This design comes from an exercise in tuning for small area, a short achievable clock period and few clock cycles on the open sky130 flow, not from production work.
No run shown here included a check of the RTL's function; only the layout flow was run.
No activity file was given, so power comes from the tool's default toggle rates.

==> flow/design.v <==
module SME(clk,reset,chardata,isstring,ispattern,valid,match,match_index);
input clk;
input reset;
input [7:0] chardata;
input isstring;
input ispattern;
output match;
output [4:0] match_index;
output valid;
integer i;
reg [7:0] S [0:31];      
reg [7:0] pst [2:7];     
reg [4:0] off;           
reg [4:0] wp;            
reg       str_ff;        
reg       pat_ff;        
reg [3:0] jcnt;          
reg       rep;           
reg       rend;          
reg       valid_r;
reg       caret;         
reg       stopped;       
reg [31:0] c;            
reg [31:0] M;            
reg [4:0] nb;            
reg [7:0] rb;            
reg       match_r;
reg [4:0] idx_r;
assign valid = valid_r;
assign match = match_r;
assign match_index = idx_r;
function [6:0] pe32;
    input [31:0] v;
    input [31:0] pb;
    input [4:0] add;
    reg [31:0] a, p;
    reg [5:0] sm [0:31];
    reg h;
    integer n, k;
    begin
        a = v; p = pb;
        for (k = 0; k < 32; k = k + 1) sm[k] = 6'd0;
        for (n = 0; n < 5; n = n + 1) begin
            for (k = 0; k < 32; k = k + 1) begin
                if (k % (2 << n) == 0) begin
                    h = ~a[k];
                    if (h) begin
                        sm[k] = sm[k + (1 << n)];
                        p[k] = p[k + (1 << n)];
                    end
                    sm[k] = (sm[k] & ((6'd1 << n) - 6'd1)) |
                            (({5'd0, sm[k][n]} + {5'd0, h} + {5'd0, add[n]}) << n);
                    a[k] = a[k] | a[k + (1 << n)];
                end
            end
        end
        pe32 = {a[0], p[0], sm[0][4:0]};
    end
endfunction
wire       pv   = ispattern | rep;
reg  [7:0] rnext;                
always @(*) begin
    case (jcnt[2:0])
        3'd1: rnext = pst[2];
        3'd2: rnext = pst[3];
        3'd3: rnext = pst[4];
        3'd4: rnext = pst[5];
        3'd5: rnext = pst[6];
        3'd6: rnext = pst[7];
        default: rnext = 8'h00;
    endcase
end
wire [7:0] src   = rep ? rb : chardata;
wire       first = (jcnt == 4'd0);
wire       isC   = (src == 8'h5E);
wire       zero  = (src == 8'h00);
wire       stopc = zero & (~caret | (jcnt != 4'd1));
wire       cmpn  = ~stopped & ~stopc;       
reg [31:0] eq;
always @(*) begin
    for (i = 0; i < 32; i = i + 1) eq[i] = (S[i] == src);
end
wire [31:0] x = (first ? 32'hFFFFFFFF : c) & eq;
wire term   = pat_ff & ~ispattern;
wire repgo  = term & caret & (jcnt == 4'd1);
wire endc   = (term & ~repgo) | rend;
wire noterm = ~caret & ~stopped & jcnt[3];
wire [31:0] pr = c & {c[0], c[31:1]};
wire [6:0] pa = pe32(c & M, pr & M, nb);
wire [6:0] pc = pe32(c, pr, nb);
wire [4:0] idx = pa[6] ? pa[4:0] : pc[4:0];
wire       nxt = pa[6] ? pa[5] : pc[5];
wire found = pc[6] & ~noterm;
wire [4:0] offn = idx + offm1;    
wire [4:0] offm1 = off - 5'd1;
reg [31:0] T0, T1;                
always @(*) begin
    for (i = 0; i < 32; i = i + 1) begin
        T0[i] = (i >= off);
        T1[i] = (i >= off + 1) | (off == 5'd31);
    end
end
wire [4:0] slot = str_ff ? wp : off;
always @(posedge clk or posedge reset) begin
    if (reset) begin
        for (i = 0; i < 32; i = i + 1) S[i] <= 8'h00;
    end else if (isstring) begin
        for (i = 0; i < 32; i = i + 1) if (slot == i) S[i] <= chardata;
    end
end
always @(posedge clk or posedge reset) begin
    if (reset) begin
        for (i = 2; i < 8; i = i + 1) pst[i] <= 8'hFF;
    end else begin
        for (i = 2; i < 8; i = i + 1)
            if ((ispattern | term) && jcnt == i) pst[i] <= ispattern ? chardata : 8'h00;
    end
end
always @(posedge clk or posedge reset) begin
    if (reset) begin
        off <= 5'd0;
        wp <= 5'd0;
        str_ff <= 1'b0;
        pat_ff <= 1'b0;
        jcnt <= 4'd0;
        rep <= 1'b0;
        rend <= 1'b0;
        valid_r <= 1'b0;
    end else begin
        str_ff <= isstring;
        pat_ff <= ispattern;
        if (endc & found) off <= offn;
        wp <= slot + 5'd1;
        if (pv) jcnt <= jcnt + 4'd1;
        else if (repgo) jcnt <= 4'd1;
        else jcnt <= 4'd0;
        rep <= repgo | (rep & (jcnt != 4'd7));
        rend <= rep & (jcnt == 4'd7);
        valid_r <= endc;
    end
end
always @(posedge clk) begin
    if (pv) begin
        if (first) begin
            caret <= isC;
            stopped <= 1'b0;
            c <= isC ? 32'hFFFFFFFF : {x[30:0], x[31]};
            M <= isC ? T0 : T1;
            nb <= isC ? 5'd2 - off : 5'd1 - off;
        end else begin
            if (stopc) stopped <= 1'b1;
            if (cmpn) begin
                c <= {x[30:0], x[31]};
                M <= M[30] ? {M[30:0], 1'b0} : 32'hFFFFFFFF;
                nb <= nb - 5'd1;
            end
        end
    end
    rb <= rep ? rnext : 8'h00;
    if (endc) begin
        match_r <= found & nxt;
        idx_r <= found ? idx : 5'd1;
    end
end
endmodule
==> flow/run.sh <==
#!/bin/bash
# synth_recipe.tcl (not shown) runs the flow's synth.tcl, then flattens the netlist and writes it again
# the make line also repeats each setting of config.mk as NAME=value (left out here)
make -C /OpenROAD-flow-scripts/flow DESIGN_CONFIG=/design/flow/config.mk WORK_HOME=/design/flow/orfs CLKGATE_MAP_FILE= SYNTH_SCRIPT=/design/flow/synth_recipe.tcl finish
==> flow/config.mk <==
export PLATFORM = sky130hd
export DESIGN_NAME = SME
export DESIGN_NICKNAME = SME
export VERILOG_FILES = /design/flow/design.v
export SDC_FILE = /design/flow/constraint.sdc
export NUM_CORES = 4
export LEC_CHECK = 0
export CAP_MARGIN = 20
export CORE_MARGIN = 2
export CORE_UTILIZATION = 40
export SLEW_MARGIN = 20
==> flow/constraint.sdc <==
create_clock -name core_clock -period 6.0 [get_ports {clk}]
set_input_delay 1.2000 -clock core_clock [delete_from_list [all_inputs] [get_ports {clk}]]
set_output_delay 1.2000 -clock core_clock [all_outputs]
set_load 0.01 [all_outputs]
==> impl_metrics.yaml, run 1 <==
sta:
  setup_viol: 0
  hold_viol_final: 0
  slew_headroom: 0.3472
  finClkSkew_ns: 0.02935
  hold_ws_ns: 0.4762
  finalCriticalPeriod_ns: 4.885
  tightest_slew_ns: 0.9792
  tns_ns: 0
  max_freq_mhz: 204.7
  drv_slew: 0
  finalCritPeriodShare: 0.8141
  rsz0062_at_grt: "no"
synthesis:
  yosys_warnings: 5
  syn_nets: 2089
  async_flop_share: 0.7917
  synth_area_um2: 22610
  synthCells: 2001
  ys.flop_type: "dfrtp_1"
  yosysUniqueCellTypes: 77
  ys_seq_area_frac: 0.4696
  yosys_register_bits: 408
  synth_edf_count: 77
  avgSynthCellArea_um2: 11.30
power:
  power.internal_uw: 9601
  leakagePower_uw: 0.01020
  p_seq_frac: 0.347
  comb_power_share: 0.474
  p_clk_frac: 0.179
  switching_share: 0.4148
  power_density_nw_per_um2: 654.0
  max-vdd-ir-drop_uv: 349.7
  switchingPower_uw: 6804
critical_path:
  arrival_ns: 5.40
  cpPeakStageDelay_ns: 0.61
  critical_path.endpoint_type: "flip-flop"
  crit_type: "flip-flop to flip-flop"
  crit_buf_inv: 2
  crit_path_start_kind: "flip-flop"
  crit_fanout: 12
  cpLargestDelayFamily: "adder cells"
  cp.required_ns: 6.51
  cp_slowest_cell: "edfxtp_1"
  cp_cell_sequence: "nor4_2 -> inv_1 -> fa_1 -> mux2_2 -> fa_1 -> mux2_2 -> nor2_1 -> a31oi_1 -> ha_1 -> inv_1 -> ha_1 -> a21oi_1 -> xor2_1 -> xnor2_1 -> or3_1 -> a21oi_2 -> xor2_1"
floorplanning:
  die_y_um: 241.7
  die_area_um2: 58430
  ios: 19
  die_w_um: 241.7
  start_util: 0.4025
  rows: 87
  core_um2: 56170
detailed_routing:
  vias: 15610
  wirelength_um: 61510
  drt-initial-drc-count: 1128
  drc: 0
  vias_per_cell: 5.653
  wl_per_cell_um: 22.28
  antenna_left: 0
  firstDrtPassIters: 6
cts:
  post-cts-setup-buffers: 0
  cts_hold_buffers: 0
  cts_root_buf: "clkbuf_16"
  ctsResizeCount: 0
  cts-buffers-inserted: 47
  cts_sinks: 408
  cts_tree: "done"
  clk_pin_slew_ns: 0.06
  clock_latency_ns: 0.60
  htreeDepth: 2
  clk_path_buf_depth: 3
placement:
  gp_congestion: 0.9248
  port_buffers: 18
  hpwl_um: 40120
global_routing:
  grt_max_degree: 122
  track_usage: 0.2107
  first_global_vias: 16010
  grt_antenna_before_repair: 0
  grt-ovfl-total: 0
  grt_first_pass_wirelength_um: 96550
run:
  max_cap_viol_count: 0
final_layout:
  drive_above_1_share: 0.2309
  final_common_cell: "dfrtp_1"
  final_cell_mix: "dfrtp_1, mux2_2, o21ai_0"
  syn2layout_area_growth_pct: 10.97
  n_antenna_cell: 0
  nets: 2058
hold_path:
  hp-class: "flip-flop to flip-flop"
outcome:
  status: "complete, no violations"
==> layer usage <==
| layer | track usage | routed length [um] | vias to the layer above |
|---|---|---|---|
| met2 | 0.3406 | 28660 | 371 |
| met1 | 0.2948 | 28490 | 8064 |
| met3 | 0.03285 | 2975 | 89 |
| li1 | - | - | 7085 |
| met4 | 0.05646 | 1393 | 0 |
| met5 | 0 | 0 | - |
==> flip-flops by register name, summed over array words and instances (netlist names), 4 cells and up <==
| name | flops |
|---|---|
| nb | 5 |
| off | 5 |
| M | 32 |
| wp | 5 |
| jcnt | 4 |
| idx_r | 5 |
| rb | 8 |
| pst | 48 |
| c | 32 |
| S | 256 |
==> power groups by stage <==
stage / Clock, uW / Combinational, uW / Sequential (uW)
finish: 2930 / 7780 / 5700
global route: 3100 / 8630 / 5880
CTS: 3000 / 7790 / 5690
detailed placement: 0 / 7740 / 5730
global placement: 0 / 7610 / 5660
floorplan: 0 / 6060 / 5190
==> path summary, 6_finish.rpt <==
path / startpoint / to / slack (ns) / cells past startpoint
max reg2reg: c[0] / off[4] / 1.12 / 17
max in group asynchronous: reset / off[4] / 3.83 / 3
max: c[0] / off[4] / 1.12 / 17
min in group asynchronous: reset / pst[3][0] / 1.38 / 2
min reg2reg: pst[2][5] / pst[2][5] / 0.48 / 2
min: pst[2][5] / pst[2][5] / 0.48 / 2
==> cell usage after synthesis (28+ instances only) <==
cell type / number / area, um^2
a21oi_1: 79 / 395.4
nand4_1: 42 / 262.8
dfstp_2: 48 / 1261
nor2_1: 88 / 330.3
o21ai_0: 146 / 730.7
ha_1: 47 / 588.1
xor2_1: 134 / 1174
nor4_1: 35 / 219.0
edfxtp_1: 77 / 2312
mux2i_1: 28 / 280.3
mux2_2: 272 / 3063
dfrtp_1: 275 / 6882
inv_1: 52 / 195.2
fa_1: 29 / 580.6
xnor2_1: 139 / 1217
clkbuf_1: 87 / 326.6
nand2_1: 114 / 427.9
==> cell type report <==
class | count | area (um^2)
clock inverter | 17 | 187.7
sequential | 408 | 10620
multi-input combinational | 1410 | 11310
tap | 756 | 945.9
fill | 5267 | 31080
timing repair buffer | 49 | 427.9
clock buffer | 67 | 1395
inverter | 54 | 206.4
==> logic make-up (layout without fill, tap and decap cells) <==
| kind of cell | after synthesis | after routing | share of synthesized area |
|---|---|---|---|
| flops | 408 | 408 | 0.4696 |
| simple gates | 392 | 392 | 0.08811 |
| compound gates | 365 | 365 | 0.1003 |
| mux | 304 | 304 | 0.1506 |
| xor+xnor | 273 | 273 | 0.1058 |
| buf+inv | 183 | 187 | 0.03393 |
| fa+ha+maj | 76 | 76 | 0.05169 |
==> per-stage QoR <==
step                instances    util  instance area [um^2]  setup slack [ns]  power, uW
floorplan                2001       -                 22610            0.5304      11250
global placement         2677  0.4184                 23500             1.220      13280
detailed placement       2677  0.4184                 23500             1.178      13470
CTS                      2761  0.4466                 25090             1.143      16470
global route             2761  0.4466                 25090            0.8653      17610
finish                   2761  0.4466                 25090             1.115      16410
==> worst reg2reg max path, stage by stage, from the launching register on <==
cell,delay [ns]
edfxtp_1,0.61
nor4_2,0.61
inv_1,0.23
fa_1,0.42
mux2_2,0.29
fa_1,0.42
mux2_2,0.28
nor2_1,0.10
a31oi_1,0.09
ha_1,0.32
inv_1,0.04
ha_1,0.31
a21oi_1,0.17
xor2_1,0.19
xnor2_1,0.10
or3_1,0.33
a21oi_2,0.15
xor2_1,0.15
==> run 2, diff against run 1 <==
--- a/flow/design.v
+++ b/flow/design.v
@@ -37,3 +37,3 @@
     reg [5:0] sm [0:31];
-    reg h;
+    reg h, t;
     integer n, k;
@@ -50,4 +50,5 @@
                     end
-                    sm[k] = (sm[k] & ((6'd1 << n) - 6'd1)) |
-                            (({5'd0, sm[k][n]} + {5'd0, h} + {5'd0, add[n]}) << n);
+                    t = sm[k][n];
+                    sm[k][n] = t ^ h ^ add[n];
+                    sm[k][n+1] = (t & h) | (t & add[n]) | (h & add[n]);
                     a[k] = a[k] | a[k + (1 << n)];
@@ -57,2 +58,26 @@
         pe32 = {a[0], p[0], sm[0][4:0]};
+    end
+endfunction
+function [4:0] add5;
+    input [4:0] a, b;
+    reg cy;
+    integer n;
+    begin
+        cy = 1'b0;
+        for (n = 0; n < 5; n = n + 1) begin
+            add5[n] = a[n] ^ b[n] ^ cy;
+            cy = (a[n] & b[n]) | (cy & (a[n] ^ b[n]));
+        end
+    end
+endfunction
+function [31:0] thermo;
+    input [4:0] a;
+    reg on;
+    integer n;
+    begin
+        on = 1'b0;
+        for (n = 0; n < 32; n = n + 1) begin
+            on = on | (a == n);
+            thermo[n] = on;
+        end
     end
@@ -93,11 +118,6 @@
 wire found = pc[6] & ~noterm;
-wire [4:0] offn = idx + offm1;    
+wire [4:0] offn = add5(idx, offm1);    
 wire [4:0] offm1 = off - 5'd1;
-reg [31:0] T0, T1;                
-always @(*) begin
-    for (i = 0; i < 32; i = i + 1) begin
-        T0[i] = (i >= off);
-        T1[i] = (i >= off + 1) | (off == 5'd31);
-    end
-end
+wire [31:0] T0 = thermo(off);                           
+wire [31:0] T1 = T0[30] ? {T0[30:0], 1'b0} : 32'hFFFFFFFF;  
 wire [4:0] slot = str_ff ? wp : off;
==> run 2 against run 1 <==
Still clean. Worst setup slack improved by 0.084 ns. Count of clock-buffer cells in the layout rose by 1. Non-clock buffer count up 3. Combinational power decreased by 7.7%. Wire length rose by 4.2%. Critical endpoint unchanged. Highest routed layer unchanged.
==> impl_metrics.yaml, run 2 <==
detailed_routing:
  drc: 0
  drt-initial-drc-count: 1194
  antenna_left: 0
  vias_per_cell: 5.805
  vias: 15750
  wirelength_um: 64090
  firstDrtPassIters: 6
  wl_per_cell_um: 23.62
floorplanning:
  die_area_um2: 57050
  ios: 19
  die_y_um: 238.8
  rows: 86
  start_util: 0.4028
  die_w_um: 238.8
  core_um2: 54770
final_layout:
  final_common_cell: "dfrtp_1"
  largest_reg_flops: 256
  fillCellCount: 5071
  drive_above_1_share: 0.2250
  largest_register: "S"
  n_antenna_cell: 0
  syn2layout_area_growth_pct: 10.81
  stdcell_area_um2: 24450
  final_cell_mix: "dfrtp_1, mux2_2, xnor2_1"
  finalNonFillerCells: 2713
  nets: 2024
  largestRegisters: "S (256), pst (48)"
sta:
  finalCritPeriodShare: 0.8000
  rsz0062_at_grt: "no"
  setup_slack_ns: 1.200
  tns_ns: 0
  tightest_slew_ns: 1.141
  hold_viol_final: 0
  slew_headroom: 0.2328
  finalCriticalPeriod_ns: 4.800
  finClkSkew_ns: 0.05278
  max_freq_mhz: 208.3
  drv_slew: 0
  setup_viol: 0
critical_path:
  cpMostUsedCell: "fa_1"
  cp_cell_sequence: "buf_4 -> a22oi_1 -> nand4_1 -> nor3_2 -> and2_1 -> nand2_1 -> a31oi_1 -> o21a_1 -> nor2_1 -> ha_1 -> inv_1 -> fa_1 -> inv_1 -> fa_1 -> fa_1 -> xor2_1 -> xnor2_1 -> o31a_1 -> o21ai_1 -> xnor2_1"
  crit_type: "flip-flop to flip-flop"
  cp.required_ns: 6.46
  crit_path_start_kind: "flip-flop"
  cp_slowest_cell: "edfxtp_1"
  crit_fanout: 8
  cpPeakStageDelay_ns: 0.55
  critical_path.endpoint_type: "flip-flop"
  arrival_ns: 5.26
global_routing:
  grt-ovfl-total: 0
  grt_antenna_before_repair: 0
  track_usage: 0.2251
  grt_max_degree: 114
  grt_first_pass_wirelength_um: 97500
  first_global_vias: 15660
synthesis:
  syn_nets: 2058
  ys_seq_area_frac: 0.4812
  synth_area_um2: 22060
  yosysUniqueCellTypes: 73
  synth.largest_area_cell: "dfrtp_1"
  synth_most_common_cell: "dfrtp_1"
  synthTopCellsByCount: "dfrtp_1, mux2_2, xnor2_1"
  yosys_warnings: 5
  synthCells: 2006
  ys.flop_type: "dfrtp_1"
  ys_top_cells_by_area: "dfrtp_1, mux2_2, edfxtp_1, xnor2_1, dfstp_2"
  yosys_register_bits: 408
  synth_top_area_share: 0.3119
  async_flop_share: 0.7917
  synth_edf_count: 77
  avgSynthCellArea_um2: 11.00
placement:
  place_area_um2: 22930
  gp_congestion: 0.9318
  port_buffers: 18
  dp_cells: 2628
  hpwl_um: 41280
  post-place-ws_ns: 1.302
power:
  power_uw: 15610
  leakagePower_uw: 0.01000
  power_density_nw_per_um2: 638.7
  max-vdd-ir-drop_uv: 314.8
cts:
  post-cts-setup-buffers: 0
  clock_latency_ns: 0.64
  cts_tree: "done"
  clk_pin_slew_ns: 0.06
  cts-buffers-inserted: 46
  ctsResizeCount: 0
  cts_root_buf: "clkbuf_16"
  htreeDepth: 2
  cts_sinks: 408
  clk_path_buf_depth: 3
  cts_hold_buffers: 0
hold_path:
  hp-class: "flip-flop to flip-flop"
run:
  max_cap_viol_count: 0
outcome:
  status: "complete, no violations"
## run 2: cell count changes in the layout (fill, tap and decap cells not counted), sizes merged, moves of 19 or more
cell,delta
fa,-26
xor2,-25
o21ai,-52
nand2,+40
nand3,+29
nand4,-19
## run 2: cells by family (layout without fill, tap and decap cells)
| group | Yosys count | count (layout) | synth area share |
|---|---|---|---|
| AND/OR/NAND/NOR | 457 | 457 | 0.1007 |
| adder cells (fa/ha/maj) | 40 | 40 | 0.02371 |
| AO/OA/AOI/OAI | 372 | 372 | 0.1116 |
| flip-flops | 408 | 408 | 0.4812 |
| buffers and inverters | 177 | 180 | 0.03193 |
| multiplexers | 287 | 287 | 0.1457 |
| XOR/XNOR | 265 | 265 | 0.1052 |
## run 2: where the power goes
part	internal [uW]	switching [uW]	leakage [uW]
clock	1570	1210	0.000742
sequential	4400	1240	0.00481
combinational	3130	4060	0.00444
## run 2: area by class of cell
cell class / instances / area, um^2 / share of cell area
inverters: 43 / 165.2 / 0.006756
flip-flops and latches: 408 / 10620 / 0.4342
well taps: 704 / 880.8 / 0.03603
clock inverters: 17 / 161.4 / 0.006603
repair buffers: 52 / 425.4 / 0.01740
multi-input cells: 1421 / 10850 / 0.4439
clock buffers: 68 / 1346 / 0.05507
## run 2: worst paths after layout
| path | slack (ns) | from | depth (start not counted) | endpoint |
|---|---|---|---|---|
| max in group asynchronous | 3.83 | reset | 3 | wp[4] |
| setup reg to reg | 1.20 | c[8] | 20 | off[4] |
| hold reg to reg | 0.48 | pst[2][5] | 2 | pst[2][5] |
| setup / recovery | 1.20 | c[8] | 20 | off[4] |
| min in group asynchronous | 0.95 | reset | 2 | S[21][7] |
| hold / removal | 0.48 | pst[2][5] | 2 | pst[2][5] |
## run 2: layer usage
| layer | vias to the layer above | global-route usage | routed length [um] |
|---|---|---|---|
| met1 | 8044 | 0.3144 | 29520 |
| met5 | - | 0 | 0 |
| met4 | 0 | 0.08617 | 2256 |
| met2 | 452 | 0.3545 | 29090 |
| met3 | 113 | 0.03233 | 3224 |
| li1 | 7140 | - | - |
## run 2: per-stage QoR
stage / hold slack, ns / utilization
final: 0.4787 / 0.4463
after global routing: 0.4892 / 0.4463
after CTS: 0.4783 / 0.4462
after detailed placement: 0.4697 / 0.4187
after global placement: 0.4656 / 0.4187
after floorplan: 0.4549 / -
## run 2: critical path: cells and delay by family, from the launching register on
| family | cells | cell delay, ns |
|---|---|---|
| buf+inv | 3 | 0.36 |
| flops | 1 | 0.55 |
| fa+ha+maj | 4 | 1.18 |
| simple gates | 5 | 1.01 |
| compound gates | 5 | 1.00 |
| xor+xnor | 3 | 0.55 |
==> run 3, diff against run 2 <==
--- a/flow/config.mk
+++ b/flow/config.mk
@@ -10,2 +10,3 @@
 export CORE_UTILIZATION = 40
+export SETUP_SLACK_MARGIN = 3.7
 export SLEW_MARGIN = 20
==> run 3 against run 2 <==
Still clean. Maximum frequency up 13%. Cell count up 8.5%. Clock skew down 0.037 ns. Utilization up 8.2 points. Count of clock-buffer cells in the layout down 3. First-iteration DRC count up 44%. Design area up 18%. Flip-flop and latch count unchanged. Synthesized cell count unchanged. Critical path depth down 1. Die area unchanged. Synthesized area unchanged. Critical path type unchanged. Largest power group unchanged.
==> impl_metrics.yaml, run 3 <==
global_routing:
  grt_first_pass_wirelength_um: 109900
  grt_antenna_before_repair: 0
  met3_usage: 0.04284
  met2_usage: 0.3998
  grt.busiest_layer: "met2"
  grt_use_met1: 0.3543
  track_usage: 0.2545
  first_global_vias: 17470
  grt_max_degree: 103
  grt-ovfl-total: 0
placement:
  hpwl_um: 39910
  gp_congestion: 0.9295
  port_buffers: 18
  post-place-ws_ns: 1.410
synthesis:
  ys_top_cells_by_area: "dfrtp_1, mux2_2, edfxtp_1, xnor2_1, dfstp_2"
  avgSynthCellArea_um2: 11.00
  synth_top_area_share: 0.3119
  synth_area_um2: 22060
  synth.largest_area_cell: "dfrtp_1"
  synth_edf_count: 77
  syn_nets: 2058
  yosys_register_bits: 408
  async_flop_share: 0.7917
  ys.flop_type: "dfrtp_1"
  synth_most_common_cell: "dfrtp_1"
  synthCells: 2006
  yosys_warnings: 5
  synthTopCellsByCount: "dfrtp_1, mux2_2, xnor2_1"
  ys_seq_area_frac: 0.4812
  yosysUniqueCellTypes: 73
critical_path:
  crit_type: "flip-flop to flip-flop"
  critical_path.endpoint_type: "flip-flop"
  cp.required_ns: 6.46
  r2r-start: "c[25]"
  rr_worst_depth: 19
  crit_buf_inv: 3
  cpMostUsedCell: "fa_2"
  cp_slowest_cell: "edfxtp_1"
  cp_cell_sequence: "buf_4 -> inv_1 -> a211oi_2 -> ha_1 -> mux2i_1 -> a211o_1 -> a31oi_2 -> o22ai_1 -> mux2i_1 -> xnor2_2 -> fa_2 -> inv_2 -> fa_2 -> fa_2 -> xor2_1 -> xnor2_1 -> nor4_1 -> o21ai_1 -> xnor2_1"
  crit_fanout: 5
  cpPeakStageDelay_ns: 0.48
  reg2reg_to: "off[4]"
  arrival_ns: 4.71
  crit_path_start_kind: "flip-flop"
  cpLargestDelayFamily: "adder cells"
  reg2reg_slack_ns: 1.75
cts:
  clock_latency_ns: 0.59
  clk_path_buf_depth: 3
  cts_hold_buffers: 0
  cts-buffers-inserted: 46
  cts_root_buf: "clkbuf_16"
  htreeDepth: 2
  clk_pin_slew_ns: 0.06
  cts_tree: "done"
  cts_sinks: 408
hold_path:
  min_to: "pst[2][3]"
  worstHoldStart: "pst[2][3]"
  hp-class: "flip-flop to flip-flop"
  holdPathStages: 2
floorplanning:
  die_area_um2: 57050
  start_util: 0.4028
  die_w_um: 238.8
  ios: 19
  rows: 86
  die_y_um: 238.8
  core_um2: 54770
final_layout:
  largestRegisters: "S (256), pst (48)"
  nets: 2257
  largest_reg_flops: 256
  drive_above_1_share: 0.4295
  final_common_cell: "dfrtp_1"
  syn2layout_area_growth_pct: 31.20
  final_cell_mix: "dfrtp_1, mux2_2, buf_4"
  n_antenna_cell: 0
  largest_register: "S"
detailed_routing:
  wirelength_um: 74260
  antenna_left: 0
  firstDrtPassIters: 6
  vias: 17370
  drc: 0
  vias_per_cell: 5.899
  wl_per_cell_um: 25.22
  drt-initial-drc-count: 1725
sta:
  finClkSkew_ns: 0.01584
  max_freq_mhz: 235.3
  tns_ns: 0
  rsz0062_at_grt: "yes"
  setup_viol: 0
  setup_slack_ns: 1.749
  finalCritPeriodShare: 0.7084
  drv_slew: 0
  tightest_slew_ns: 0.8859
  finalCriticalPeriod_ns: 4.251
  slew_headroom: 0.4055
  hold_viol_final: 0
power:
  leakagePower_uw: 0.01189
  power_uw: 19400
  power_density_nw_per_um2: 670.1
  max-vdd-ir-drop_uv: 295.3
outcome:
  status: "complete, no violations"
run:
  max_cap_viol_count: 0
-- run 3: how the worst max path moves through the flow --
| stage | startpoint | endpoint | slack (ns) | depth (start not counted) |
|---|---|---|---|---|
| 5_1_grt | c[21] | off[4] | 1.64 | 17 |
| 3_5_place_dp | c[9] | off[4] | 1.41 | 20 |
| 2_1_floorplan | reset | S[0][0] | 0.53 | 1 |
| 3_3_place_gp | c[9] | off[4] | 1.45 | 19 |
| 4_1_cts | c[9] | off[4] | 1.81 | 20 |
| 6_report | c[25] | off[4] | 1.75 | 19 |
-- run 3: timing repair --
item	4_1_cts	5_1_grt
gates cloned	24	6
resized for setup	291	166
setup endpoints to repair	465	554
buffers inserted	159	47
pin swaps	81	77
hold endpoints to repair	0	0
-- run 3: cell type report --
class / instances / area, um^2
Multi-Input combinational cell: 1424 / 12470
Fill cell: 4570 / 25820
Inverter: 43 / 172.7
Clock buffer: 65 / 1334
Clock inverter: 18 / 142.6
Tap cell: 704 / 880.8
Sequential cell: 408 / 10630
Timing Repair inverter: 1 / 5.005
Timing Repair Buffer: 281 / 3307
-- run 3: cells by family after synthesis --
group                    count (synthesis)  share of synthesized area
AO/OA/AOI/OAI                          372                     0.1116
XOR/XNOR                               265                     0.1052
adder cells (fa/ha/maj)                 40                    0.02371
buffers and inverters                  177                    0.03193
flip-flops                             408                     0.4812
multiplexers                           287                     0.1457
AND/OR/NAND/NOR                        457                     0.1007
-- run 3: where the power goes --
group | leakage, uW | internal [uW] | switching [uW] | total (uW)
combinational | 0.00634 | 5380 | 5640 | 11000
clock | 0.000741 | 1600 | 1190 | 2790
sequential | 0.00481 | 4410 | 1170 | 5580
-- run 3: worst reg2reg max path: stages, from the launching register on --
cell,delay (ns)
edfxtp_1,0.48
buf_4,0.19
inv_1,0.10
a211oi_2,0.08
ha_1,0.28
mux2i_1,0.11
a211o_1,0.32
a31oi_2,0.21
o22ai_1,0.11
mux2i_1,0.28
xnor2_2,0.18
fa_2,0.25
inv_2,0.04
fa_2,0.33
fa_2,0.35
xor2_1,0.17
xnor2_1,0.16
nor4_1,0.23
o21ai_1,0.12
xnor2_1,0.17
-- run 3: stage by stage --
step | hold slack, ns | cells | area, um^2 | utilization
6_report | 0.4763 | 2944 | 28950 | 0.5285
5_1_grt | 0.4998 | 2944 | 28950 | 0.5285
4_1_cts | 0.4794 | 2891 | 27690 | 0.5056
3_5_place_dp | 0.4707 | 2625 | 23180 | 0.4233
3_3_place_gp | 0.4620 | 2625 | 23170 | 0.4231
2_1_floorplan | 0.4549 | 2006 | 22570 | -
-- run 3: metal layers --
metal	vias up	routed length, um
met2	623	33950
li1	7642	-
met1	8940	32710
met3	162	4790
met5	-	0
met4	0	2814
==> run 4, diff against run 3 <==
--- a/flow/design.v
+++ b/flow/design.v
@@ -25,2 +25,3 @@
 reg [4:0] nb;            
+reg [4:0] d;             
 reg [7:0] rb;            
@@ -34,6 +35,4 @@
     input [31:0] pb;
-    input [4:0] add;
     reg [31:0] a, p;
-    reg [5:0] sm [0:31];
-    reg h, t;
+    reg [4:0] ix [0:31];
     integer n, k;
@@ -41,3 +40,3 @@
         a = v; p = pb;
-        for (k = 0; k < 32; k = k + 1) sm[k] = 6'd0;
+        for (k = 0; k < 32; k = k + 1) ix[k] = 5'd0;
         for (n = 0; n < 5; n = n + 1) begin
@@ -45,10 +44,7 @@
                 if (k % (2 << n) == 0) begin
-                    h = ~a[k];
-                    if (h) begin
-                        sm[k] = sm[k + (1 << n)];
+                    if (!a[k]) begin
+                        ix[k] = ix[k + (1 << n)];
                         p[k] = p[k + (1 << n)];
                     end
-                    t = sm[k][n];
-                    sm[k][n] = t ^ h ^ add[n];
-                    sm[k][n+1] = (t & h) | (t & add[n]) | (h & add[n]);
+                    ix[k][n] = ~a[k];
                     a[k] = a[k] | a[k + (1 << n)];
@@ -57,3 +53,3 @@
         end
-        pe32 = {a[0], p[0], sm[0][4:0]};
+        pe32 = {a[0], p[0], ix[0]};
     end
@@ -67,4 +63,4 @@
         for (n = 0; n < 5; n = n + 1) begin
-            add5[n] = a[n] ^ b[n] ^ cy;
-            cy = (a[n] & b[n]) | (cy & (a[n] ^ b[n]));
+            add5[n] = cy ? ~(a[n] ^ b[n]) : (a[n] ^ b[n]);
+            cy = (a[n] ^ b[n]) ? cy : a[n];
         end
@@ -113,9 +109,9 @@
 wire [31:0] pr = c & {c[0], c[31:1]};
-wire [6:0] pa = pe32(c & M, pr & M, nb);
-wire [6:0] pc = pe32(c, pr, nb);
-wire [4:0] idx = pa[6] ? pa[4:0] : pc[4:0];
+wire [6:0] pa = pe32(c & M, pr & M);
+wire [6:0] pc = pe32(c, pr);
+wire [4:0] ks  = pa[6] ? pa[4:0] : pc[4:0];    
+wire [4:0] idx = add5(ks, nb);
 wire       nxt = pa[6] ? pa[5] : pc[5];
 wire found = pc[6] & ~noterm;
-wire [4:0] offn = add5(idx, offm1);    
-wire [4:0] offm1 = off - 5'd1;
+wire [4:0] offn = add5(ks, d);         
 wire [31:0] T0 = thermo(off);                           
@@ -169,2 +165,3 @@
             nb <= isC ? 5'd2 - off : 5'd1 - off;
+            d <= isC ? 5'd1 : 5'd0;
         end else begin
@@ -175,2 +172,3 @@
                 nb <= nb - 5'd1;
+                d <= d - 5'd1;
             end
--- a/flow/config.mk
+++ b/flow/config.mk
@@ -10,3 +10,3 @@
 export CORE_UTILIZATION = 40
-export SETUP_SLACK_MARGIN = 3.7
+export SETUP_SLACK_MARGIN = 3.5
 export SLEW_MARGIN = 20
==> run 4 against run 3 <==
Combinational power down 13%. Worst hold slack better by 0.0025 ns. Sequential share of layout area up 2.0 points. Critical endpoint is now idx_r[4]. Count of clock-buffer cells in the layout up 7. Clock skew up 0.0037 ns.
==> impl_metrics.yaml, run 4 <==
synthesis:
  synthCells: 1979
  synth_edf_count: 82
  ys.flop_type: "dfrtp_1"
  yosys_warnings: 5
  synth.largest_area_cell: "dfrtp_1"
  ys_top_cells_by_area: "dfrtp_1, mux2_2, edfxtp_1, xnor2_1, dfstp_2"
  synthTopCellsByCount: "dfrtp_1, mux2_2, nand2_1"
  avgSynthCellArea_um2: 11.03
  ys_seq_area_frac: 0.4933
  syn_nets: 2013
  async_flop_share: 0.7821
  synth_area_um2: 21820
  synth_top_area_share: 0.3154
  yosys_register_bits: 413
  synth_most_common_cell: "dfrtp_1"
  yosysUniqueCellTypes: 81
cts:
  cts_hold_buffers: 0
  clk_pin_slew_ns: 0.06
  htreeDepth: 2
  cts_root_buf: "clkbuf_16"
  clock_latency_ns: 0.59
  cts-buffers-inserted: 46
  cts_tree: "done"
  cts_sinks: 413
  clk_path_buf_depth: 3
floorplanning:
  start_util: 0.4047
  die_w_um: 237.6
  core_um2: 53920
  die_area_um2: 56440
  die_y_um: 237.6
  ios: 19
  rows: 85
critical_path:
  cpPeakStageDelay_ns: 0.48
  startpoint: "c[23]"
  cp_slowest_cell: "edfxtp_1"
  crit_type: "flip-flop to flip-flop"
  cp.required_ns: 6.33
  crit_path_start_kind: "flip-flop"
  reg2reg_slack_ns: 2.44
  arrival_ns: 3.90
  crit_buf_inv: 3
  cp_cell_sequence: "buf_4 -> buf_6 -> a22oi_2 -> nand3_2 -> o211ai_1 -> a22o_1 -> a221oi_4 -> a31oi_4 -> a221oi_4 -> ha_2 -> buf_4 -> nand2_1 -> o21ai_2 -> o32ai_4 -> a21boi_2 -> o21a_1 -> o21ba_1"
  cpLargestDelayFamily: "compound AO/OA/AOI/OAI gates"
  critical_path.endpoint_type: "flip-flop"
  crit_fanout: 4
  r2r-start: "c[23]"
detailed_routing:
  drc: 0
  wirelength_um: 73760
  wl_per_cell_um: 25.70
  firstDrtPassIters: 6
  antenna_left: 0
  drt-initial-drc-count: 1816
  vias: 17220
  vias_per_cell: 6.001
run:
  max_cap_viol_count: 0
power:
  max-vdd-ir-drop_uv: 267.4
  power_uw: 18070
  leakagePower_uw: 0.01127
  power_density_nw_per_um2: 648.4
outcome:
  status: "complete, no violations"
final_layout:
  drive_above_1_share: 0.3928
  largest_reg_flops: 256
  final_cell_mix: "mux2_2, dfrtp_1, xnor2_1"
  syn2layout_area_growth_pct: 27.71
  n_antenna_cell: 0
  nets: 2173
  largestRegisters: "S (256), pst (48)"
  final_common_cell: "mux2_2"
  largest_register: "S"
sta:
  setup_slack_ns: 2.438
  finalCriticalPeriod_ns: 3.562
  max_freq_mhz: 280.8
  hold_viol_final: 0
  slew_headroom: 0.4762
  tightest_slew_ns: 0.7840
  finalCritPeriodShare: 0.5936
  finClkSkew_ns: 0.01952
  drv_slew: 0
  rsz0062_at_grt: "yes"
  setup_viol: 0
  tns_ns: 0
global_routing:
  grt_first_pass_wirelength_um: 109200
  grt_antenna_before_repair: 2
  grt-ovfl-total: 0
  grt_max_degree: 121
  track_usage: 0.2561
  first_global_vias: 17460
hold_path:
  hp-class: "flip-flop to flip-flop"
  worstHoldStart: "pst[2][0]"
placement:
  post-place-ws_ns: 1.829
  hpwl_um: 38840
  gp_congestion: 0.9003
  port_buffers: 18
## run 4: changes by cell type after synthesis, moves of 17 or more
| cell | previous run | this run |
|---|---|---|
| a2111oi_0 | 0 | 26 |
| xnor2_1 | 156 | 173 |
| nand2_1 | 155 | 191 |
| nor2_1 | 88 | 109 |
| a21oi_1 | 80 | 44 |
| xor2_1 | 109 | 86 |
| buf_2 | 26 | 9 |
| nor4_1 | 44 | 22 |
| o22ai_1 | 20 | 44 |
| nand3_1 | 47 | 27 |
## run 4: timing repair
item	4_1_cts	5_1_grt
endpoints found under the setup margin	453	325
cloned	19	9
setup buffers	133	34
pin swaps	55	39
resized for setup	270	109
## run 4: layout make-up
cell class                 count  area (um^2)
clock buffer                  72         1369
clock inverter                11        80.08
fill                        4606        26050
inverter                      36        138.9
multi-input combinational   1400        11710
sequential                   413        10780
tap                          696        870.8
timing repair buffer         242         2918
## run 4: through the flow
step	util	std cells	cell area [um^2]	hold WS, ns
floorplan	-	1979	22290	0.4555
global placement	0.4234	2591	22830	0.4649
detailed placement	0.4237	2592	22850	0.4731
CTS	0.4988	2827	26890	0.4817
global route	0.5168	2870	27870	0.4992
finish	0.5168	2870	27870	0.4788
## run 4: worst paths after layout
| check | cells past startpoint | to |
|---|---|---|
| min reg2reg | 2 | pst[2][0] |
| min in group asynchronous | 2 | pst[6][7] |
| max | 17 | idx_r[4] |
| max in group asynchronous | 4 | S[30][2] |
| max reg2reg | 17 | idx_r[4] |
| min | 2 | pst[2][0] |
## run 4: tightest hold or removal path, cell delays in order (launching register included)
cell and delay (ns):
dfstp_2 0.36, nand2_1 0.04, o21ai_0 0.06
## run 4: cell families after synthesis
family                     Yosys count  share of synthesized area
and+or+nand+nor                    470                    0.09943
DFF                                413                     0.4933
AOI/OAI and AO/OA                  360                     0.1134
muxes                              284                     0.1458
xor gates and xnor gates           259                     0.1040
buffers and inverters              169                    0.03050
adders and majority gates           24                    0.01365
## run 4: routing by layer
metal | routed length, um | share of wire | vias up | track usage
li1 | - | - | 7432 | -
met1 | 31280 | 0.42 | 8740 | 0.3498
met2 | 33590 | 0.46 | 835 | 0.4050
met3 | 5965 | 0.081 | 215 | 0.04680
met4 | 2912 | 0.039 | 2 | 0.09815
met5 | 13 | 0.00018 | - | 0
## run 4: power breakdown
| group | switching, uW | internal (uW) | leakage [uW] |
|---|---|---|---|
| combinational | 5010 | 4590 | 0.00569 |
| sequential | 1270 | 4450 | 0.00486 |
| clock | 1170 | 1570 | 0.000717 |
==> run 5, diff against run 4 <==
--- a/flow/config.mk
+++ b/flow/config.mk
@@ -10,3 +10,2 @@
 export CORE_UTILIZATION = 40
-export SETUP_SLACK_MARGIN = 3.5
 export SLEW_MARGIN = 20
==> run 5 against run 4 <==
Count of clock-buffer cells in the layout is 1 lower. Design area shrank 13%. Via count is 10% lower. Non-clock buffer count fell by 196. Worst hold slack better by 0.0012 ns. Highest routed layer is now met4. Flip-flop and latch count did not move. Worst setup slack worse by 0.69 ns. Combinational power decreased by 33%. Clock power up 2%. Synthesized cell count is the same. Sequential share of layout area increased by 5.8 points. Critical path type unchanged.
==> impl_metrics.yaml, run 5 <==
cts:
  clk_path_buf_depth: 3
  cts_hold_buffers: 0
  ctsResizeCount: 0
  post-cts-setup-buffers: 0
  clock_latency_ns: 0.62
  clk_pin_slew_ns: 0.06
  cts-buffers-inserted: 46
  cts_root_buf: "clkbuf_16"
  cts_tree: "done"
  htreeDepth: 2
  cts_sinks: 413
power:
  power_density_nw_per_um2: 620.4
  max-vdd-ir-drop_uv: 283.1
  leakagePower_uw: 0.009671
detailed_routing:
  wl_per_cell_um: 22.41
  vias_per_cell: 5.785
  drt-initial-drc-count: 1242
  firstDrtPassIters: 6
  antenna_left: 0
  vias: 15470
  drc: 0
  wirelength_um: 59940
final_layout:
  nets: 1974
  n_antenna_cell: 0
  stdcell_area_um2: 24180
  largestRegisters: "S (256), pst (48)"
  syn2layout_area_growth_pct: 10.83
  final_common_cell: "dfrtp_1"
  drive_above_1_share: 0.2305
  largest_register: "S"
  largest_reg_flops: 256
  final_cell_mix: "dfrtp_1, mux2_2, nand2_1"
synthesis:
  syn_nets: 2013
  synth.largest_area_cell: "dfrtp_1"
  ys_seq_area_frac: 0.4933
  ys_top_cells_by_area: "dfrtp_1, mux2_2, edfxtp_1, xnor2_1, dfstp_2"
  synthTopCellsByCount: "dfrtp_1, mux2_2, nand2_1"
  synth_edf_count: 82
  yosysUniqueCellTypes: 81
  avgSynthCellArea_um2: 11.03
  yosys_register_bits: 413
  async_flop_share: 0.7821
  synth_most_common_cell: "dfrtp_1"
  synthCells: 1979
  synth_top_area_share: 0.3154
  yosys_warnings: 5
  synth_area_um2: 21820
  ys.flop_type: "dfrtp_1"
critical_path:
  r2r-start: "c[20]"
  crit_path_start_kind: "flip-flop"
  reg2reg_slack_ns: 1.75
  cp_cell_sequence: "or4_1 -> nor4b_2 -> o2111ai_1 -> nand3_1 -> a31oi_1 -> a221oi_1 -> ha_1 -> nand2_1 -> o32ai_1 -> o32ai_1 -> a21boi_1 -> nor3_1 -> o21ba_1"
  cpLargestDelayFamily: "compound AO/OA/AOI/OAI gates"
  crit_buf_inv: 0
  cp_slowest_cell: "edfxtp_1"
  cpPeakStageDelay_ns: 0.59
  cpMostUsedCell: "o32ai_1"
  cp.required_ns: 6.34
  crit_fanout: 10
  critical_path.endpoint_type: "flip-flop"
  reg2reg_to: "idx_r[4]"
  rr_worst_depth: 13
  cp_num_cells: 13
  arrival_ns: 4.59
  crit_type: "flip-flop to flip-flop"
hold_path:
  hp-class: "flip-flop to flip-flop"
  worstHoldStart: "pst[7][1]"
  holdPathStages: 2
  min_to: "pst[7][1]"
floorplanning:
  ios: 19
  die_w_um: 237.6
  die_y_um: 237.6
  start_util: 0.4047
  die_area_um2: 56440
  core_um2: 53920
  rows: 85
global_routing:
  grt-ovfl-total: 0
  first_global_vias: 15600
  grt_first_pass_wirelength_um: 93200
  grt_max_degree: 180
  track_usage: 0.2135
  grt_antenna_before_repair: 0
sta:
  setup_viol: 0
  rsz0062_at_grt: "no"
  finClkSkew_ns: 0.03703
  drv_slew: 0
  hold_viol_final: 0
  tns_ns: 0
  finalCritPeriodShare: 0.7084
  max_freq_mhz: 235.3
  slew_headroom: 0.2933
  tightest_slew_ns: 1.052
  finalCriticalPeriod_ns: 4.250
outcome:
  status: "complete, no violations"
placement:
  hpwl_um: 36820
  port_buffers: 18
  place_area_um2: 22670
  gp_congestion: 0.9429
run:
  max_cap_viol_count: 0
[run 5: changes by cell type in the layout (fill, tap and decap cells not counted), moves of 11 or more]
cell       change
a2111oi_0     +17
nand2_2       -37
buf_12        -33
buf_6         -25
o21ai_0       +25
o21ai_2       -26
nor4_2        -11
buf_4        -109
nor2_4        -23
nor4_1        +15
nand2_1       +43
nor2_1        +31
[run 5: where the power goes]
part           internal (uW)  switching [uW]  leakage (uW)
registers               4450            1300       0.00487
logic                   2900            3570       0.00407
clock network           1590            1200      0.000736
[run 5: layer usage]
layer  up-vias  track usage  routed length [um]
met5         -            0                   0
met4         0      0.05813                1289
met3        97      0.03043                3556
met2       461       0.3425               27670
met1      7882       0.3025               27420
li1       7029            -                   -
[run 5: kinds of logic after synthesis]
group	synth area share
compound gates	0.1134
xor+xnor	0.1040
fa+ha+maj	0.01365
buf+inv	0.03050
flops	0.4933
mux	0.1458
simple gates	0.09943
[run 5: how the worst max path moves through the flow]
stage / startpoint / end / slack (ns)
after floorplan: chardata[2] / M[0] / 0.06
after global routing: c[20] / idx_r[4] / 1.46
final: c[20] / idx_r[4] / 1.75
after global placement: c[21] / idx_r[4] / 1.97
after CTS: c[20] / idx_r[4] / 1.82
after detailed placement: c[22] / idx_r[4] / 1.86
[run 5: worst register-to-register path, delay by kind of cell, from the launching register on]
| kind | cells | cell delay [ns] |
|---|---|---|
| and+or+nand+nor | 5 | 1.31 |
| AOI/OAI and AO/OA | 7 | 1.78 |
| adders and majority gates | 1 | 0.32 |
| DFF | 1 | 0.59 |
[run 5: final cells by class]
cell class	count	area, um^2
Clock buffer	71	1366
Tap cell	696	870.8
Fill cell	4932	29740
Clock inverter	15	143.9
Sequential cell	413	10770
Inverter	36	138.9
Timing Repair Buffer	46	387.9
Multi-Input combinational cell	1397	10510
[run 5: per-stage QoR]
stage | std cells | setup WS [ns] | total power [uW] | utilization | hold WS, ns
final | 2674 | 1.750 | 15000 | 0.4485 | 0.4800
after global routing | 2674 | 1.462 | 15990 | 0.4485 | 0.5005
after CTS | 2674 | 1.816 | 15010 | 0.4484 | 0.4822
after detailed placement | 2588 | 1.861 | 12200 | 0.4204 | 0.4737
after global placement | 2588 | 1.967 | 11990 | 0.4204 | 0.4662
after floorplan | 1979 | 0.06315 | 10310 | - | 0.4556
==> run 6, diff against run 5 <==
--- a/flow/design.v
+++ b/flow/design.v
@@ -70,9 +70,10 @@
     input [4:0] a;
-    reg on;
-    integer n;
+    reg le;
+    integer n, k;
     begin
-        on = 1'b0;
-        for (n = 0; n < 32; n = n + 1) begin
-            on = on | (a == n);
-            thermo[n] = on;
+        for (k = 0; k < 32; k = k + 1) begin
+            le = 1'b1;                       
+            for (n = 0; n < 5; n = n + 1)
+                le = (a[n] == k[n]) ? le : k[n];
+            thermo[k] = le;
         end
@@ -95,4 +96,4 @@
 wire       first = (jcnt == 4'd0);
-wire       isC   = (src == 8'h5E);
-wire       zero  = (src == 8'h00);
+wire       isC   = rep ? (rb == 8'h5E) : (chardata == 8'h5E);
+wire       zero  = rep ? (rb == 8'h00) : (chardata == 8'h00);
 wire       stopc = zero & (~caret | (jcnt != 4'd1));
@@ -162,2 +163,16 @@
             stopped <= 1'b0;
+        end else if (stopc) stopped <= 1'b1;
+    end
+    rb <= rep ? rnext : 8'h00;
+    match_r <= found & nxt;
+    idx_r <= found ? idx : 5'd1;
+end
+always @(posedge clk or posedge reset) begin
+    if (reset) begin
+        c <= 32'd0;
+        M <= 32'd0;
+        nb <= 5'd0;
+        d <= 5'd0;
+    end else if (pv) begin
+        if (first) begin
             c <= isC ? 32'hFFFFFFFF : {x[30:0], x[31]};
@@ -166,16 +181,8 @@
             d <= isC ? 5'd1 : 5'd0;
-        end else begin
-            if (stopc) stopped <= 1'b1;
-            if (cmpn) begin
-                c <= {x[30:0], x[31]};
-                M <= M[30] ? {M[30:0], 1'b0} : 32'hFFFFFFFF;
-                nb <= nb - 5'd1;
-                d <= d - 5'd1;
-            end
+        end else if (cmpn) begin
+            c <= {x[30:0], x[31]};
+            M <= M[30] ? {M[30:0], 1'b0} : 32'hFFFFFFFF;
+            nb <= nb - 5'd1;
+            d <= d - 5'd1;
         end
-    end
-    rb <= rep ? rnext : 8'h00;
-    if (endc) begin
-        match_r <= found & nxt;
-        idx_r <= found ? idx : 5'd1;
     end
--- a/flow/config.mk
+++ b/flow/config.mk
@@ -10,2 +10,3 @@
 export CORE_UTILIZATION = 40
+export SETUP_SLACK_MARGIN = 3.5
 export SLEW_MARGIN = 20
==> run 6 against run 5 <==
Still clean on timing, DRC and antenna. Clock skew is 0.014 ns lower. Critical path depth rose by 3. Register-to-register slack gained 0.71 ns. Largest cell class is now multi-input combinational cells.
==> impl_metrics.yaml, run 6 <==
outcome:
  status: "complete, no violations"
synthesis:
  synthCells: 2048
  yosys_register_bits: 413
  synth.largest_area_cell: "dfrtp_1"
  syn_nets: 2087
  ys_top_cells_by_area: "dfrtp_1, mux2_2, xnor2_1, dfstp_2, xor2_1"
  synthTopCellsByCount: "dfrtp_1, mux2_2, nand2_1"
  synth_top_area_share: 0.4020
  avgSynthCellArea_um2: 10.61
  synth_area_um2: 21720
  ys_seq_area_frac: 0.4757
  synth_most_common_cell: "dfrtp_1"
  ys.flop_type: "dfrtp_1"
  yosysUniqueCellTypes: 72
  synth_edf_count: 2
  async_flop_share: 0.9613
  yosys_warnings: 5
sta:
  tns_ns: 0
  finClkSkew_ns: 0.02279
  slew_headroom: 0.4036
  rsz0062_at_grt: "yes"
  finalCriticalPeriod_ns: 3.538
  max_freq_mhz: 282.6
  hold_viol_final: 0
  tightest_slew_ns: 0.8924
  finalCritPeriodShare: 0.5897
  drv_slew: 0
  setup_viol: 0
cts:
  clock_latency_ns: 0.60
  cts_tree: "done"
  clk_path_buf_depth: 3
  cts_root_buf: "clkbuf_16"
  cts-buffers-inserted: 47
  cts_sinks: 413
  htreeDepth: 2
  clk_pin_slew_ns: 0.06
floorplanning:
  die_y_um: 237.1
  start_util: 0.4045
  ios: 19
  rows: 85
  core_um2: 53710
  die_area_um2: 56190
  die_w_um: 237.1
critical_path:
  crit_fanout: 5
  rr_worst_depth: 16
  cp.required_ns: 6.46
  reg2reg_slack_ns: 2.46
  r2r-start: "M[12]"
  arrival_ns: 4.00
  crit_path_start_kind: "flip-flop"
  startpoint: "M[12]"
  crit_type: "flip-flop to flip-flop"
  cp-endpoint: "off[4]"
  critical_path.endpoint_type: "flip-flop"
  reg2reg_to: "off[4]"
detailed_routing:
  drt-initial-drc-count: 1630
  antenna_left: 0
  drc: 0
  wl_per_cell_um: 24.69
  vias: 17140
  vias_per_cell: 5.932
  wirelength_um: 71360
  firstDrtPassIters: 7
final_layout:
  syn2layout_area_growth_pct: 27.74
  drive_above_1_share: 0.3897
  fin_util: 0.5167
  n_antenna_cell: 0
  fillCellCount: 4555
  largestRegisters: "S (256), pst (48)"
  largest_register: "S"
  nets: 2196
  final_common_cell: "dfrtp_1"
  finalNonFillerCells: 2890
  largest_reg_flops: 256
  final_cell_mix: "dfrtp_1, mux2_2, nand2_1"
placement:
  gp_congestion: 0.9132
  hpwl_um: 37260
  port_buffers: 18
  dp_cells: 2649
global_routing:
  grt_max_degree: 116
  grt_first_pass_wirelength_um: 100900
  track_usage: 0.2335
  grt_antenna_before_repair: 1
  grt-ovfl-total: 0
  first_global_vias: 16530
power:
  leakagePower_uw: 0.01174
  max-vdd-ir-drop_uv: 358.2
  power_density_nw_per_um2: 621.8
hold_path:
  hp-class: "flip-flop to flip-flop"
  worstHoldStart: "pst[2][3]"
run:
  max_cap_viol_count: 0
run 6: cell count changes after synthesis, sizes merged, moves of 19 or more:
| cell | delta |
|---|---|
| a2111oi | -24 |
| nand4 | -19 |
| xor2 | +49 |
| a21oi | +38 |
| nor4 | +29 |
| o22ai | -32 |
| edfxtp | -80 |
| dfrtp | +74 |
| xnor2 | -28 |
| o21ai | +21 |
run 6: worst min-delay path by stage:
stage                      to  slack, ns  cells after the start
finish              pst[2][3]       0.48                      2
global route        pst[7][7]       0.50                      2
CTS                 pst[7][7]       0.48                      2
detailed placement  pst[7][7]       0.47                      2
global placement    pst[6][1]       0.47                      2
floorplan             valid_r       0.43                      1
run 6: per-layer routing:
| layer | part of all wire | global-route usage | up-vias |
|---|---|---|---|
| li1 | - | - | 7452 |
| met1 | 0.43 | 0.3244 | 8779 |
| met2 | 0.46 | 0.3752 | 713 |
| met3 | 0.068 | 0.03369 | 199 |
| met4 | 0.042 | 0.07852 | 0 |
| met5 | 0 | 0 | - |
run 6: kinds of logic after synthesis:
logic type / count (synthesis) / share of synthesized area
and+or+nand+nor: 477 / 0.1008
DFF: 413 / 0.4757
AOI/OAI and AO/OA: 384 / 0.1155
xor gates and xnor gates: 280 / 0.1129
muxes: 279 / 0.1440
buffers and inverters: 184 / 0.03358
adders and majority gates: 31 / 0.01757
run 6: timing repair:
action,in CTS,in global routing
gates resized for setup,169,258
hold buffers,0,0
buffers inserted,61,56
endpoints found under the setup margin,394,350
cloned,14,24
pin swaps,33,79
run 6: metrics by stage:
stage                     setup WS [ns]  power, uW  area [um^2]  hold WS, ns
after floorplan                 -0.5046      10100        22300       0.4325
after global placement            1.958      11450        22720       0.4674
after detailed placement          1.879      11650        22720       0.4714
after CTS                         2.495      15460        25740       0.4800
after global routing              2.349      18080        27750       0.4992
final                             2.462      17260        27750       0.4768
run 6: worst max-delay path: stages, from the launching register on:
cell	delay, ns
dfrtp_1	0.47
a32o_1	0.25
a22o_1	0.18
a22o_1	0.18
a22o_1	0.18
a22o_1	0.19
a22o_1	0.25
a221oi_4	0.29
a2bb2oi_4	0.25
ha_4	0.17
inv_2	0.05
nor2_2	0.12
a221oi_2	0.09
o31ai_2	0.27
maj3_2	0.26
xnor2_1	0.11
a21oi_1	0.08
run 6: power by group:
part	leakage (uW)	internal (uW)	switching (uW)	total, uW
registers	0.00506	4050	1040	5090
clock network	0.000754	1650	1210	2860
logic	0.00593	4410	4890	9300
run 6: area by class of cell:
cell class | count | area (um^2) | share of cell area
clock buffer | 74 | 1398 | 0.05036
clock inverter | 12 | 128.9 | 0.004644
inverter | 39 | 160.2 | 0.005771
multi-input combinational | 1456 | 12100 | 0.4359
sequential | 413 | 10360 | 0.3735
tap | 696 | 870.8 | 0.03138
timing repair buffer | 200 | 2731 | 0.09843
==> run 7, diff against run 6 <==
--- a/flow/config.mk
+++ b/flow/config.mk
@@ -7,2 +7,3 @@
 export LEC_CHECK = 0
+export ABC_CLOCK_PERIOD_IN_PS = 2500
 export CAP_MARGIN = 20
==> run 7 against run 6 <==
Maximum frequency did not move. Die area did not move. Utilization did not move. Wire length did not move. Worst hold slack did not move. Critical path type unchanged. Non-clock buffer count did not move. Total power did not move.
==> impl_metrics.yaml, run 7 <==
outcome:
  status: "complete, no violations"
final_layout:
  final_common_cell: "dfrtp_1"
  n_antenna_cell: 0
  largestRegisters: "S (256), pst (48)"
  fillCellCount: 4555
  final_cell_mix: "dfrtp_1, mux2_2, nand2_1"
  nets: 2196
  stdcell_area_um2: 27750
  syn2layout_area_growth_pct: 27.74
  drive_above_1_share: 0.3897
  largest_reg_flops: 256
  largest_register: "S"
synthesis:
  yosys_register_bits: 413
  syn_nets: 2087
  synth_area_um2: 21720
  yosysUniqueCellTypes: 72
  ys.flop_type: "dfrtp_1"
  avgSynthCellArea_um2: 10.61
  synth_top_area_share: 0.4020
  synthCells: 2048
  ys_top_cells_by_area: "dfrtp_1, mux2_2, xnor2_1, dfstp_2, xor2_1"
  ys_seq_area_frac: 0.4757
  synth_edf_count: 2
  synthTopCellsByCount: "dfrtp_1, mux2_2, nand2_1"
  synth.largest_area_cell: "dfrtp_1"
  yosys_warnings: 5
  synth_most_common_cell: "dfrtp_1"
  async_flop_share: 0.9613
detailed_routing:
  wirelength_um: 71360
  drt-initial-drc-count: 1630
  antenna_left: 0
  drc: 0
  firstDrtPassIters: 7
  vias_per_cell: 5.932
  wl_per_cell_um: 24.69
  vias: 17140
global_routing:
  grt_max_degree: 116
  first_global_vias: 16530
  grt-ovfl-total: 0
  track_usage: 0.2335
  grt_first_pass_wirelength_um: 100900
  grt_antenna_before_repair: 1
cts:
  cts_root_buf: "clkbuf_16"
  htreeDepth: 2
  clk_pin_slew_ns: 0.06
  cts_sinks: 413
  clock_latency_ns: 0.60
  cts-buffers-inserted: 47
  cts_hold_buffers: 0
  cts_tree: "done"
  clk_path_buf_depth: 3
power:
  power_density_nw_per_um2: 621.8
  p_clk_frac: 0.166
  leakagePower_uw: 0.01174
  p_seq_frac: 0.295
  switching_share: 0.4142
  comb_power_share: 0.539
  max-vdd-ir-drop_uv: 358.2
  switchingPower_uw: 7148
  power.internal_uw: 10110
critical_path:
  cpLargestDelayFamily: "compound AO/OA/AOI/OAI gates"
  critical_path.endpoint_type: "flip-flop"
  crit_type: "flip-flop to flip-flop"
  crit_fanout: 5
  crit_path_start_kind: "flip-flop"
  crit_buf_inv: 1
  cp_slowest_cell: "dfrtp_1"
  cp_cell_sequence: "a32o_1 -> a22o_1 -> a22o_1 -> a22o_1 -> a22o_1 -> a22o_1 -> a221oi_4 -> a2bb2oi_4 -> ha_4 -> inv_2 -> nor2_2 -> a221oi_2 -> o31ai_2 -> maj3_2 -> xnor2_1 -> a21oi_1"
  cpMostUsedCell: "a22o_1"
  cpPeakStageDelay_ns: 0.47
  cp.required_ns: 6.46
  arrival_ns: 4.00
floorplanning:
  die_y_um: 237.1
  start_util: 0.4045
  die_w_um: 237.1
  ios: 19
  rows: 85
  die_area_um2: 56190
  core_um2: 53710
placement:
  port_buffers: 18
  place_area_um2: 22720
  gp_congestion: 0.9132
  hpwl_um: 37260
sta:
  drv_slew: 0
  finClkSkew_ns: 0.02279
  max_freq_mhz: 282.6
  hold_viol_final: 0
  slew_headroom: 0.4036
  hold_ws_ns: 0.4768
  setup_viol: 0
  rsz0062_at_grt: "yes"
  tightest_slew_ns: 0.8924
  finalCriticalPeriod_ns: 3.538
  finalCritPeriodShare: 0.5897
run:
  max_cap_viol_count: 0
hold_path:
  hp-class: "flip-flop to flip-flop"
run 7: cell counts in the layout (fill, tap and decap cells not counted):
Identical to the previous run, type by type.
run 7: timing repair:
action,CTS,global route
resized for setup,169,258
pin swaps,33,79
gates cloned,14,24
endpoints found under the hold margin,0,0
buffers inserted,61,56
setup endpoints to repair,394,350
run 7: final timing paths:
path                       startpoint         to  slack (ns)  cells after the start
min in group asynchronous       reset   S[23][7]        0.92                      2
max                             M[12]     off[4]        2.46                     16
min                         pst[2][3]  pst[2][3]        0.48                      2
max in group asynchronous       reset    jcnt[2]        3.99                      3
max reg2reg                     M[12]     off[4]        2.46                     16
min reg2reg                 pst[2][3]  pst[2][3]        0.48                      2
run 7: routing by layer:
| metal | up-vias | track usage | part of all wire |
|---|---|---|---|
| li1 | 7452 | - | - |
| met2 | 713 | 0.3752 | 0.46 |
| met5 | - | 0 | 0 |
| met4 | 0 | 0.07852 | 0.042 |
| met1 | 8779 | 0.3244 | 0.43 |
| met3 | 199 | 0.03369 | 0.068 |
run 7: power groups by stage:
stage	sequential (uW)	combinational, uW	clock (uW)
6_report	5090	9300	2860
5_1_grt	5220	9840	3020
4_1_cts	5000	7550	2900
3_5_place_dp	5060	6580	0
3_3_place_gp	5000	6450	0
2_1_floorplan	4730	5370	0
run 7: kinds of logic (layout without fill, tap and decap cells):
kind of cell             Yosys count  count (layout)  synth area share
AND/OR/NAND/NOR                  477             482            0.1008
multiplexers                     279             279            0.1440
flip-flops                       413             413            0.4757
AO/OA/AOI/OAI                    384             384            0.1155
XOR/XNOR                         280             280            0.1129
adder cells (fa/ha/maj)           31              31           0.01757
buffers and inverters            184             325           0.03358
run 7: stage by stage:
step / power, uW / util / std cells / worst slack (ns) / setup TNS [ns]
floorplan: 10100 / - / 2048 / -0.5046 / -176.11
global placement: 11450 / 0.4231 / 2649 / 1.958 / 0
detailed placement: 11650 / 0.4231 / 2649 / 1.879 / 0
CTS: 15460 / 0.4793 / 2810 / 2.495 / 0
global route: 18080 / 0.5167 / 2890 / 2.349 / 0
finish: 17260 / 0.5167 / 2890 / 2.462 / 0
run 7: area by class of cell:
type	count	area, um^2	area share
clock buffers	74	1398	0.05036
clock inverters	12	128.9	0.004644
inverters	39	160.2	0.005771
multi-input cells	1456	12100	0.4359
flip-flops and latches	413	10360	0.3735
well taps	696	870.8	0.03138
repair buffers	200	2731	0.09843
run 7: worst reg2reg max path: cells and delay by family (launching register included):
| family | cells | cell delay, ns |
|---|---|---|
| buf+inv | 1 | 0.05 |
| simple gates | 1 | 0.12 |
| compound gates | 11 | 2.21 |
| flops | 1 | 0.47 |
| fa+ha+maj | 2 | 0.43 |
| xor+xnor | 1 | 0.11 |
==> run 8, diff against run 7 <==
--- a/flow/config.mk
+++ b/flow/config.mk
@@ -7,7 +7,6 @@
 export LEC_CHECK = 0
-export ABC_CLOCK_PERIOD_IN_PS = 2500
 export CAP_MARGIN = 20
 export CORE_MARGIN = 2
-export CORE_UTILIZATION = 40
-export SETUP_SLACK_MARGIN = 3.5
+export CORE_UTILIZATION = 60
+export SETUP_SLACK_MARGIN = 3.0
 export SLEW_MARGIN = 20
==> run 8 against run 7 <==
Still clean on timing, DRC and antenna. Critical path depth is the same. Largest power group unchanged. Register-to-register slack got worse by 0.04 ns. Critical endpoint unchanged. Maximum frequency decreased by 1.2%.
==> impl_metrics.yaml, run 8 <==
critical_path:
  crit_path_start_kind: "flip-flop"
  crit_fanout: 2
  critical_path.endpoint_type: "flip-flop"
  crit_type: "flip-flop to flip-flop"
  cp.required_ns: 6.44
  arrival_ns: 4.02
outcome:
  status: "complete, no violations"
final_layout:
  fin_util: 0.6834
  nets: 2074
  largest_register: "S"
  drive_above_1_share: 0.2656
  stdcell_area_um2: 24370
  syn2layout_area_growth_pct: 12.16
  final_cell_mix: "dfrtp_1, mux2_2, nand2_1"
  largest_reg_flops: 256
  largestRegisters: "S (256), pst (48)"
  final_common_cell: "dfrtp_1"
global_routing:
  first_global_vias: 16000
  grt_antenna_before_repair: 0
  track_usage: 0.3403
  grt-ovfl-total: 0
  grt_max_degree: 157
  grt_first_pass_wirelength_um: 97480
floorplanning:
  start_util: 0.6093
  die_w_um: 194.3
  die_area_um2: 37750
  rows: 69
  die_y_um: 194.3
  ios: 19
  core_um2: 35660
synthesis:
  synth-simple-area-share: 0.1008
  synth_top_area_share: 0.4020
  synth_edf_count: 2
  ys_top_cells_by_area: "dfrtp_1, mux2_2, xnor2_1, dfstp_2, xor2_1"
  avgSynthCellArea_um2: 10.61
  ys.flop_type: "dfrtp_1"
  synth_most_common_cell: "dfrtp_1"
  synth_compound_area_frac: 0.1155
  synthCells: 2048
  synth_xor_area_frac: 0.1129
  synth_top_family_by_area: "multiplexers"
  yosys_register_bits: 413
  ys_seq_area_frac: 0.4757
  yosys_warnings: 5
  syn_nets: 2087
  synth.largest_area_cell: "dfrtp_1"
  yosysUniqueCellTypes: 72
  synth_area_um2: 21720
  synthMuxAreaShare: 0.1440
  synthTopCellsByCount: "dfrtp_1, mux2_2, nand2_1"
  async_flop_share: 0.9613
  synthAdderAreaFrac: 0.01757
cts:
  clk_pin_slew_ns: 0.06
  cts_tree: "done"
  cts_root_buf: "clkbuf_16"
  htreeDepth: 2
  clock_latency_ns: 0.60
  clk_path_buf_depth: 3
  cts-buffers-inserted: 45
  cts_sinks: 413
placement:
  hpwl_um: 38020
  port_buffers: 18
  place_area_um2: 22330
  gp_congestion: 0.9580
detailed_routing:
  drt-initial-drc-count: 1561
  wl_per_cell_um: 25.06
  drc: 0
  antenna_left: 0
  vias_per_cell: 6.386
  vias: 16180
  firstDrtPassIters: 18
  wirelength_um: 63470
sta:
  tns_ns: 0
  rsz0062_at_grt: "yes"
  hold_viol_final: 0
  slew_headroom: 0.3599
  finClkSkew_ns: 0.02526
  drv_slew: 0
  max_freq_mhz: 279.4
  setup_viol: 0
  finalCritPeriodShare: 0.5966
  tightest_slew_ns: 0.9601
  finalCriticalPeriod_ns: 3.580
power:
  power_density_nw_per_um2: 623.3
  leakagePower_uw: 0.01045
  max-vdd-ir-drop_uv: 350.7
run:
  max_cap_viol_count: 0
hold_path:
  hp-class: "flip-flop to flip-flop"
[run 8: layer usage]
layer / wire [um] / vias up / share of wire / global-route usage
met1: 28180 / 8195 / 0.44 / 0.4879
met2: 27830 / 669 / 0.44 / 0.5048
met4: 1710 / 0 / 0.027 / 0.1063
met5: 0 / - / 0 / 0
met3: 5756 / 110 / 0.091 / 0.09376
li1: - / 7202 / - / -
[run 8: power by group]
group | switching (uW) | leakage [uW] | total [uW] | internal, uW
registers | 997 | 0.00506 | 5040 | 4040
logic | 4140 | 0.00468 | 7410 | 3270
clock network | 1150 | 0.000709 | 2740 | 1590
total | 6290 | 0.0104 | 15200 | 8900
[run 8: kinds of logic (layout without fill, tap and decap cells)]
logic type               Yosys count  count (layout)
AO/OA/AOI/OAI                    384             384
adder cells (fa/ha/maj)           31              31
buffers and inverters            184             203
AND/OR/NAND/NOR                  477             481
XOR/XNOR                         280             280
flip-flops                       413             413
multiplexers                     279             279
other                              0               1
[run 8: area by class of cell]
| type | instances | area, um^2 |
|---|---|---|
| inverters | 39 | 158.9 |
| multi-input cells | 1455 | 11070 |
| flip-flops and latches | 413 | 10360 |
| fillers | 2763 | 11290 |
| clock inverters | 10 | 101.3 |
| diodes | 1 | 2.502 |
| repair buffers | 81 | 745.7 |
| clock buffers | 73 | 1353 |
| well taps | 461 | 576.8 |
[run 8: what timing repair did]
action | in CTS | in global routing
hold buffers | 0 | 0
resized for setup | 57 | 33
endpoints found under the setup margin | 79 | 139
setup buffers | 23 | 8
cloned | 3 | 1
pin swaps | 10 | 7
[run 8: final timing paths]
| check | start | end | slack (ns) | cells after the start |
|---|---|---|---|---|
| setup / recovery | M[13] | off[4] | 2.42 | 16 |
| hold / removal | pst[6][7] | pst[6][7] | 0.48 | 2 |
| setup reg to reg | M[13] | off[4] | 2.42 | 16 |
| hold reg to reg | pst[6][7] | pst[6][7] | 0.48 | 2 |
| max in group asynchronous | reset | S[7][2] | 3.82 | 3 |
| min in group asynchronous | reset | S[20][2] | 0.97 | 2 |
[run 8: worst max-delay path: stages, from the launching register on]
cell,delay (ns)
dfrtp_1,0.39
nand2_2,0.08
a32o_1,0.24
a22o_1,0.18
a22o_1,0.19
a22o_1,0.18
a22o_1,0.18
a22o_1,0.19
a221oi_2,0.27
a2bb2oi_2,0.23
ha_2,0.22
buf_4,0.13
a221oi_1,0.07
o31ai_2,0.38
maj3_2,0.29
xnor2_2,0.13
a21oi_2,0.08
[run 8: per-stage QoR]
stage	hold WS [ns]	power, uW	worst slack (ns)	std cells
finish	0.4800	15190	2.420	2533
detailed placement	0.4728	11700	1.853	2414
global route	0.4959	16040	2.322	2532
floorplan	0.4325	9795	-0.5046	2048
global placement	0.4662	11580	1.869	2414
CTS	0.4810	14850	2.485	2523

Check on run 8: ideal ports give 2.420 ns setup slack; a clkbuf_16 on the clock port and buf_2 on the inputs give 2.420 ns; moving port delays by the midpoint clock arrival (0.639 ns) as well gives 2.420 ns.
